This is an optimization exercise on Yosys and OpenROAD, whose aim is small area, a short achievable clock period and few clock cycles per item, not a production implementation.
Only simulation tests tie the RTL to the original design; equivalence was not proved.
Power is estimated from default activity; no workload was simulated.

==> flow/design.v <==
module DIVIDER (
    input  logic        clk, clr, go,
    input  logic [1:0]  func3,
    input  logic [31:0] rs1, rs2,
    output logic        done,
    output logic [31:0] rd
);
localparam logic [1:0] S_PREP = 2'd0, S_ITER = 2'd1, S_FIN = 2'd2;
logic [1:0]  state;
logic        done_r;
logic [31:0] R, B, Q;
logic [3:0]  cnt;
logic        neg_q, neg_r, is_rem;
assign done = done_r;
assign rd   = R;
logic        sgn, sa, sb;
logic [31:0] abs_b;
assign sgn   = ~func3[0];
assign sa    = sgn & rs1[31];
assign sb    = sgn & rs2[31];
assign abs_b = sb ? -rs2 : rs2;
logic [5:0]  la, za, zb;
logic [6:0]  dd;
logic        b_zero, short_op;
lzc32 lz_a (.x(R ^ {32{neg_r}}), .n(la));
lzc32 lz_b (.x(B), .n(zb));
assign za       = la - {5'b0, neg_r};
assign dd       = {1'b0, zb} - {1'b0, za};
assign b_zero   = zb[5];
assign short_op = b_zero | dd[6];        
logic [32:0] d1;
logic [33:0] d2;
logic [34:0] d3, csa_s, csa_c, x3, y3, z3;
logic        ge1, ge2, ge3;
assign d1 = {1'b0, R} - {1'b0, B};
assign d2 = {2'b0, R} - {1'b0, B, 1'b0};
assign x3 = {3'b0, R};
assign y3 = {3'b0, B};
assign z3 = ~{1'b0, B, 2'b0};
assign csa_s = x3 ^ y3 ^ z3;
assign csa_c = (x3 & y3) | (x3 & z3) | (y3 & z3);
assign d3 = csa_s + {csa_c[33:0], 1'b1};
assign ge1 = ~d1[32];
assign ge2 = ~d2[33];
assign ge3 = ~d3[34];
logic [31:0] r_next;
logic [1:0]  qd;
always_comb begin
    if (ge3)      r_next = d3[31:0];
    else if (ge2) r_next = d2[31:0];
    else if (ge1) r_next = d1[31:0];
    else          r_next = R;
end
assign qd = {ge2, ge3 | (ge1 & ~ge2)};
logic [31:0] negx;
assign negx = -R;
logic need_neg;
assign need_neg = is_rem ? neg_r : neg_q;
always_ff @(posedge clk) begin
    if (clr) begin
        done_r <= 1'b1;
        state  <= S_PREP;
    end else if (done_r) begin
        if (go) begin
            R      <= rs1;
            B      <= abs_b;
            is_rem <= func3[1];
            neg_r  <= sa;
            neg_q  <= sa ^ sb;
            state  <= S_PREP;
            done_r <= 1'b0;
        end
    end else begin
        case (state)
        S_PREP: begin
            B   <= B << {dd[4:1], 1'b0};
            cnt <= dd[4:1];
            Q   <= 32'b0;
            if (short_op) begin
                if (~is_rem) R <= {32{b_zero}};
                done_r <= 1'b1;
            end else begin
                if (neg_r) R <= negx;
                state <= S_ITER;
            end
        end
        S_ITER: begin
            if ((cnt == 4'd0) & ~is_rem) R <= {Q[29:0], qd};
            else                         R <= r_next;
            Q   <= {Q[29:0], qd};
            B   <= {2'b0, B[31:2]};
            cnt <= cnt - 4'd1;
            if (cnt == 4'd0) begin
                if (need_neg) state <= S_FIN;
                else done_r <= 1'b1;
            end
        end
        default: begin
            R      <= negx;
            done_r <= 1'b1;
        end
        endcase
    end
end
endmodule
module lzc32 (
    input  logic [31:0] x,
    output logic [5:0]  n
);
    logic [15:0] z1; logic [15:0] c1;
    logic [7:0]  z2; logic [1:0] c2 [8];
    logic [3:0]  z3; logic [2:0] c3 [4];
    logic [1:0]  z4; logic [3:0] c4 [2];
    logic [4:0]  c5;
    always_comb begin
        for (int i = 0; i < 16; i++) begin
            z1[i] = ~(x[2*i+1] | x[2*i]);
            c1[i] = ~x[2*i+1];
        end
        for (int i = 0; i < 8; i++) begin
            z2[i] = z1[2*i+1] & z1[2*i];
            c2[i] = z1[2*i+1] ? {1'b1, c1[2*i]} : {1'b0, c1[2*i+1]};
        end
        for (int i = 0; i < 4; i++) begin
            z3[i] = z2[2*i+1] & z2[2*i];
            c3[i] = z2[2*i+1] ? {1'b1, c2[2*i]} : {1'b0, c2[2*i+1]};
        end
        for (int i = 0; i < 2; i++) begin
            z4[i] = z3[2*i+1] & z3[2*i];
            c4[i] = z3[2*i+1] ? {1'b1, c3[2*i]} : {1'b0, c3[2*i+1]};
        end
        c5 = z4[1] ? {1'b1, c4[0]} : {1'b0, c4[1]};
        n  = (z4[1] & z4[0]) ? 6'd32 : {1'b0, c5};
    end
endmodule
module DIVIDER_wrapper(
    input clk, go, clr,
    input [1:0] func3,
    input [31:0] rs1, rs2,
    output done,
    output logic [31:0] rd);
    DIVIDER divider(.clk(clk), .clr(clr), .go(go), .func3(func3),
                    .rs1(rs1), .rs2(rs2), .done(done), .rd(rd));
endmodule
Settings: LEC_CHECK=0, ABC_CLOCK_PERIOD_IN_PS=3000, CAP_MARGIN=20, CORE_MARGIN=2, CORE_UTILIZATION=40, SETUP_SLACK_MARGIN=5, SLEW_MARGIN=20; clock period 10.0 ns.
run.sh (not shown) runs the stock make flow with config.mk's settings and CLKGATE_MAP_FILE= SYNTH_SCRIPT=/design/flow/synth_recipe.tcl, a recipe that flattens the netlist after the stock synthesis.
Testbench counts at the start, summed over its fixed seeds: cycles 22,559, items 3,200.
Change:
--- a/flow/design.v
+++ b/flow/design.v
@@ -11,24 +11,22 @@
 logic [31:0] R, B, Q;
 logic [3:0]  cnt;
 logic        neg_q, neg_r, is_rem;
 assign done = done_r;
-assign rd   = R;
-logic        sgn, sa, sb;
-logic [31:0] abs_b;
+assign rd   = is_rem ? R : Q;
+logic        sgn;
+logic [31:0] abs_a, abs_b;
 assign sgn   = ~func3[0];
-assign sa    = sgn & rs1[31];
-assign sb    = sgn & rs2[31];
-assign abs_b = sb ? -rs2 : rs2;
-logic [5:0]  la, za, zb;
+assign abs_a = (sgn & rs1[31]) ? -rs1 : rs1;
+assign abs_b = (sgn & rs2[31]) ? -rs2 : rs2;
+logic [5:0]  za, zb;
 logic [6:0]  dd;
 logic        b_zero, short_op;
-lzc32 lz_a (.x(R ^ {32{neg_r}}), .n(la));
+lzc32 lz_a (.x(R), .n(za));
 lzc32 lz_b (.x(B), .n(zb));
-assign za       = la - {5'b0, neg_r};
 assign dd       = {1'b0, zb} - {1'b0, za};
 assign b_zero   = zb[5];
-assign short_op = b_zero | dd[6];        
+assign short_op = b_zero | dd[6];
 logic [32:0] d1;
 logic [33:0] d2;
 logic [34:0] d3, csa_s, csa_c, x3, y3, z3;
 logic        ge1, ge2, ge3;
@@ -52,42 +50,40 @@
     else          r_next = R;
 end
 assign qd = {ge2, ge3 | (ge1 & ~ge2)};
 logic [31:0] negx;
-assign negx = -R;
+assign negx = -(is_rem ? R : Q);
 logic need_neg;
 assign need_neg = is_rem ? neg_r : neg_q;
 always_ff @(posedge clk) begin
     if (clr) begin
         done_r <= 1'b1;
         state  <= S_PREP;
     end else if (done_r) begin
         if (go) begin
-            R      <= rs1;
+            R      <= abs_a;
             B      <= abs_b;
             is_rem <= func3[1];
-            neg_r  <= sa;
-            neg_q  <= sa ^ sb;
+            neg_r  <= sgn & rs1[31];
+            neg_q  <= sgn & (rs1[31] ^ rs2[31]) & (rs2 != 32'b0);
             state  <= S_PREP;
             done_r <= 1'b0;
         end
     end else begin
         case (state)
         S_PREP: begin
             B   <= B << {dd[4:1], 1'b0};
             cnt <= dd[4:1];
-            Q   <= 32'b0;
+            Q   <= {32{b_zero}};
             if (short_op) begin
-                if (~is_rem) R <= {32{b_zero}};
-                done_r <= 1'b1;
+                if (is_rem & neg_r) state <= S_FIN;
+                else done_r <= 1'b1;
             end else begin
-                if (neg_r) R <= negx;
                 state <= S_ITER;
             end
         end
         S_ITER: begin
-            if ((cnt == 4'd0) & ~is_rem) R <= {Q[29:0], qd};
-            else                         R <= r_next;
+            R   <= r_next;
             Q   <= {Q[29:0], qd};
             B   <= {2'b0, B[31:2]};
             cnt <= cnt - 4'd1;
             if (cnt == 4'd0) begin
@@ -95,9 +91,10 @@
                 else done_r <= 1'b1;
             end
         end
         default: begin
-            R      <= negx;
+            if (is_rem) R <= negx;
+            else        Q <= negx;
             done_r <= 1'b1;
         end
         endcase
     end
Design area is lower by 2.8%.
Worst setup slack gets better by 0.14 ns.
Sequential share of layout area is higher by 0.82 points.
Fmax is higher by 2.9%.
Final cell count is lower by 0.95%.
Die area is higher by 2.7%.
Sequential power is lower by 8.4%.
Testbench counts after the change, summed over its fixed seeds: cycles 22,314, items 3,200.

---

job 105:
DIVIDER_wrapper, a different RTL version from the one above (not shown whole).
For scale: ~120 flip-flops, ~100 I/O pins, about 0.017 mm² of cells after synthesis.
==> module DIVIDER, before the edit <==
module DIVIDER (
    input  logic        clk, clr, go,
    input  logic [1:0]  func3,
    input  logic [31:0] rs1, rs2,
    output logic        done,
    output logic [31:0] rd
);
localparam logic [1:0] S_PREP = 2'd0, S_ITER = 2'd1, S_FIN = 2'd2;
logic [1:0]  state;
logic        done_r;
logic [31:0] R, B, Q;
logic [5:0]  za, zb;
logic [3:0]  cnt;
logic        neg_q, neg_r, is_rem;
assign done = done_r;
assign rd   = is_rem ? R : Q;
logic        sgn, sa, sb;
logic [31:0] abs_a, abs_b;
logic [5:0]  la, lb;
assign sgn   = ~func3[0];
assign sa    = sgn & rs1[31];
assign sb    = sgn & rs2[31];
assign abs_a = sa ? -rs1 : rs1;
assign abs_b = sb ? -rs2 : rs2;
lzc32 lz_a (.x(abs_a), .n(la));
lzc32 lz_b (.x(abs_b), .n(lb));
logic [6:0]  dd;
logic        b_zero, short_op;
assign dd       = {1'b0, zb} - {1'b0, za};
assign b_zero   = zb[5];
assign short_op = b_zero | dd[6];        
logic [32:0] d1;
logic [33:0] d2;
logic [34:0] d3, csa_s, csa_c, x3, y3, z3;
logic        ge1, ge2, ge3;
assign d1 = {1'b0, R} - {1'b0, B};
assign d2 = {2'b0, R} - {1'b0, B, 1'b0};
assign x3 = {3'b0, R};
assign y3 = {3'b0, B};
assign z3 = ~{1'b0, B, 2'b0};
assign csa_s = x3 ^ y3 ^ z3;
assign csa_c = (x3 & y3) | (x3 & z3) | (y3 & z3);
assign d3 = csa_s + {csa_c[33:0], 1'b1};
assign ge1 = ~d1[32];
assign ge2 = ~d2[33];
assign ge3 = ~d3[34];
logic [31:0] r_next;
always_comb begin
    if (ge3)      r_next = d3[31:0];
    else if (ge2) r_next = d2[31:0];
    else if (ge1) r_next = d1[31:0];
    else          r_next = R;
end
logic [31:0] negx;
assign negx = -(is_rem ? R : Q);
logic need_neg;
assign need_neg = is_rem ? neg_r : neg_q;
always_ff @(posedge clk) begin
    if (clr) begin
        done_r <= 1'b1;
        state  <= S_PREP;
    end else if (done_r) begin
        if (go) begin
            R      <= abs_a;
            B      <= abs_b;
            za     <= la;
            zb     <= lb;
            is_rem <= func3[1];
            neg_r  <= sa;
            neg_q  <= (sa ^ sb) & (rs2 != 32'b0);
            state  <= S_PREP;
            done_r <= 1'b0;
        end
    end else begin
        case (state)
        S_PREP: begin
            B     <= B << {dd[4:1], 1'b0};
            cnt   <= dd[4:1];
            Q     <= {32{b_zero}};
            if (short_op) begin
                if (is_rem & neg_r) state <= S_FIN;
                else done_r <= 1'b1;
            end else begin
                state <= S_ITER;
            end
        end
        S_ITER: begin
            R   <= r_next;
            Q   <= {Q[29:0], ge2, ge3 | (ge1 & ~ge2)};
            B   <= {2'b0, B[31:2]};
            cnt <= cnt - 4'd1;
            if (cnt == 4'd0) begin
                if (need_neg) state <= S_FIN;
                else done_r <= 1'b1;
            end
        end
        default: begin
            if (is_rem) R <= negx;
            else        Q <= negx;
            done_r <= 1'b1;
        end
        endcase
    end
end
endmodule
clock: 10.0 ns
lec_check: 0
abc_clock_period_in_ps: 3000
cap_margin: 20
core_margin: 2
core_utilization: 40
setup_slack_margin: 5
slew_margin: 20
Testbench counts of job 105, summed over its fixed seeds: cycles 22,314, items 3,200.
Inputs modified between job 105 and job 101:
diff --git a/flow/design.v b/flow/design.v
--- a/flow/design.v
+++ b/flow/design.v
@@ -7,30 +7,27 @@
 );
 localparam logic [1:0] S_PREP = 2'd0, S_ITER = 2'd1, S_FIN = 2'd2;
 logic [1:0]  state;
 logic        done_r;
 logic [31:0] R, B, Q;
-logic [5:0]  za, zb;
 logic [3:0]  cnt;
 logic        neg_q, neg_r, is_rem;
 assign done = done_r;
 assign rd   = is_rem ? R : Q;
-logic        sgn, sa, sb;
+logic        sgn;
 logic [31:0] abs_a, abs_b;
-logic [5:0]  la, lb;
 assign sgn   = ~func3[0];
-assign sa    = sgn & rs1[31];
-assign sb    = sgn & rs2[31];
-assign abs_a = sa ? -rs1 : rs1;
-assign abs_b = sb ? -rs2 : rs2;
-lzc32 lz_a (.x(abs_a), .n(la));
-lzc32 lz_b (.x(abs_b), .n(lb));
+assign abs_a = (sgn & rs1[31]) ? -rs1 : rs1;
+assign abs_b = (sgn & rs2[31]) ? -rs2 : rs2;
+logic [5:0]  za, zb;
 logic [6:0]  dd;
 logic        b_zero, short_op;
+lzc32 lz_a (.x(R), .n(za));
+lzc32 lz_b (.x(B), .n(zb));
 assign dd       = {1'b0, zb} - {1'b0, za};
 assign b_zero   = zb[5];
-assign short_op = b_zero | dd[6];        
+assign short_op = b_zero | dd[6];
 logic [32:0] d1;
 logic [33:0] d2;
 logic [34:0] d3, csa_s, csa_c, x3, y3, z3;
 logic        ge1, ge2, ge3;
 assign d1 = {1'b0, R} - {1'b0, B};
@@ -43,16 +40,18 @@
 assign d3 = csa_s + {csa_c[33:0], 1'b1};
 assign ge1 = ~d1[32];
 assign ge2 = ~d2[33];
 assign ge3 = ~d3[34];
 logic [31:0] r_next;
+logic [1:0]  qd;
 always_comb begin
     if (ge3)      r_next = d3[31:0];
     else if (ge2) r_next = d2[31:0];
     else if (ge1) r_next = d1[31:0];
     else          r_next = R;
 end
+assign qd = {ge2, ge3 | (ge1 & ~ge2)};
 logic [31:0] negx;
 assign negx = -(is_rem ? R : Q);
 logic need_neg;
 assign need_neg = is_rem ? neg_r : neg_q;
 always_ff @(posedge clk) begin
@@ -61,34 +60,33 @@
         state  <= S_PREP;
     end else if (done_r) begin
         if (go) begin
             R      <= abs_a;
             B      <= abs_b;
-            za     <= la;
-            zb     <= lb;
             is_rem <= func3[1];
-            neg_r  <= sa;
-            neg_q  <= (sa ^ sb) & (rs2 != 32'b0);
+            neg_r  <= sgn & rs1[31];
+            neg_q  <= sgn & (rs1[31] ^ rs2[31]) & (rs2 != 32'b0);
             state  <= S_PREP;
             done_r <= 1'b0;
         end
     end else begin
         case (state)
         S_PREP: begin
-            B     <= B << {dd[4:1], 1'b0};
-            cnt   <= dd[4:1];
-            Q     <= {32{b_zero}};
             if (short_op) begin
+                Q <= {32{b_zero}};
                 if (is_rem & neg_r) state <= S_FIN;
                 else done_r <= 1'b1;
             end else begin
+                B     <= B << {dd[4:1], 1'b0};
+                cnt   <= dd[4:1];
+                Q     <= 32'b0;
                 state <= S_ITER;
             end
         end
         S_ITER: begin
             R   <= r_next;
-            Q   <= {Q[29:0], ge2, ge3 | (ge1 & ~ge2)};
+            Q   <= {Q[29:0], qd};
             B   <= {2'b0, B[31:2]};
             cnt <= cnt - 4'd1;
             if (cnt == 4'd0) begin
                 if (need_neg) state <= S_FIN;
                 else done_r <= 1'b1;
Looking only at total detailed-routing wirelength, and setting everything else aside, the lower value of job 101 and job 105 goes to job 101. Job 101 vs. job 105: worst setup slack now larger; post-synthesis sequential area ratio comparable. Final non-filler cell total: job 101 lower than job 105. Non-clock buffer count was lower in job 101 than in job 105. Job 101 finished every step from synthesis to the final layout, and the layout passed the timing, design-rule and antenna checks. Summary of the comparison: buffer count from post-CTS setup fixing is higher in job 101, relative to job 105. In the tables for job 101 and job 105, combinational power reads lower with job 105. Compare job 101 and job 105 | area after synthesis lower: job 101. Looking only at number of standard-cell rows in the floorplan, and setting everything else aside, the higher value of job 101 and job 105 goes to job 105. The placeable core area of job 101 is lower than that of job 105. Total power of job 101 is higher than that of job 105. The capturing element of the worst setup path comes out divider.za[0]$_SDFFCE_PP0P_ in one run and divider.B[27]$_DFFE_PP_ in the other, namely in job 105 and job 101 respectively. From job 105 to job 101 the numbers moved as follows: global-route usage shrank by 0.91 points; count of mapped cells out of synthesis shrank by 259; critical path data arrival time shrank by 310 ps.
Testbench counts of job 101, summed over its fixed seeds: cycles 22,314, items 3,200.

what the ideal ports hide:
The results above use ideal ports. As a check the final layouts listed here were re-extracted and re-timed, cells and wires unchanged.
Step 1 (the two cells are an assumption about what drives the block):
set clk [get_ports {clk}]
set_driving_cell -lib_cell sky130_fd_sc_hd__clkbuf_16 $clk
set_driving_cell -lib_cell sky130_fd_sc_hd__buf_2 [delete_from_list [all_inputs] $clk]
Step 2 also shifts input and output timing later by t, the mid clock arrival at the registers, as if the neighbouring blocks saw the same clock.
Three values: ideal, step 1, step 2; two values: the first two.
run	t (ns)	slack for setup (ns)	hold WS [ns]	latest minus earliest clock arrival (ns)
the first run of note 1	0.420	4.995 / 4.995 / 4.920	0.557 / 0.557 / 0.557	0.013 / 0.013
the second run of note 1	0.438	5.137 / 5.137 / 4.787	0.649 / 0.649 / 0.649	0.013 / 0.014
job 105	0.504	4.983 / 5.009 / 4.505	0.654 / 0.654 / 0.654	0.013 / 0.013
job 101	0.420	5.089 / 5.118 / 4.698	0.627 / 0.627 / 0.627	0.012 / 0.011
After both steps every run listed still meets setup and hold. The setup slack of job 105, which loses most, moves by +0.026 ns with the drivers and by -0.478 ns with both steps.
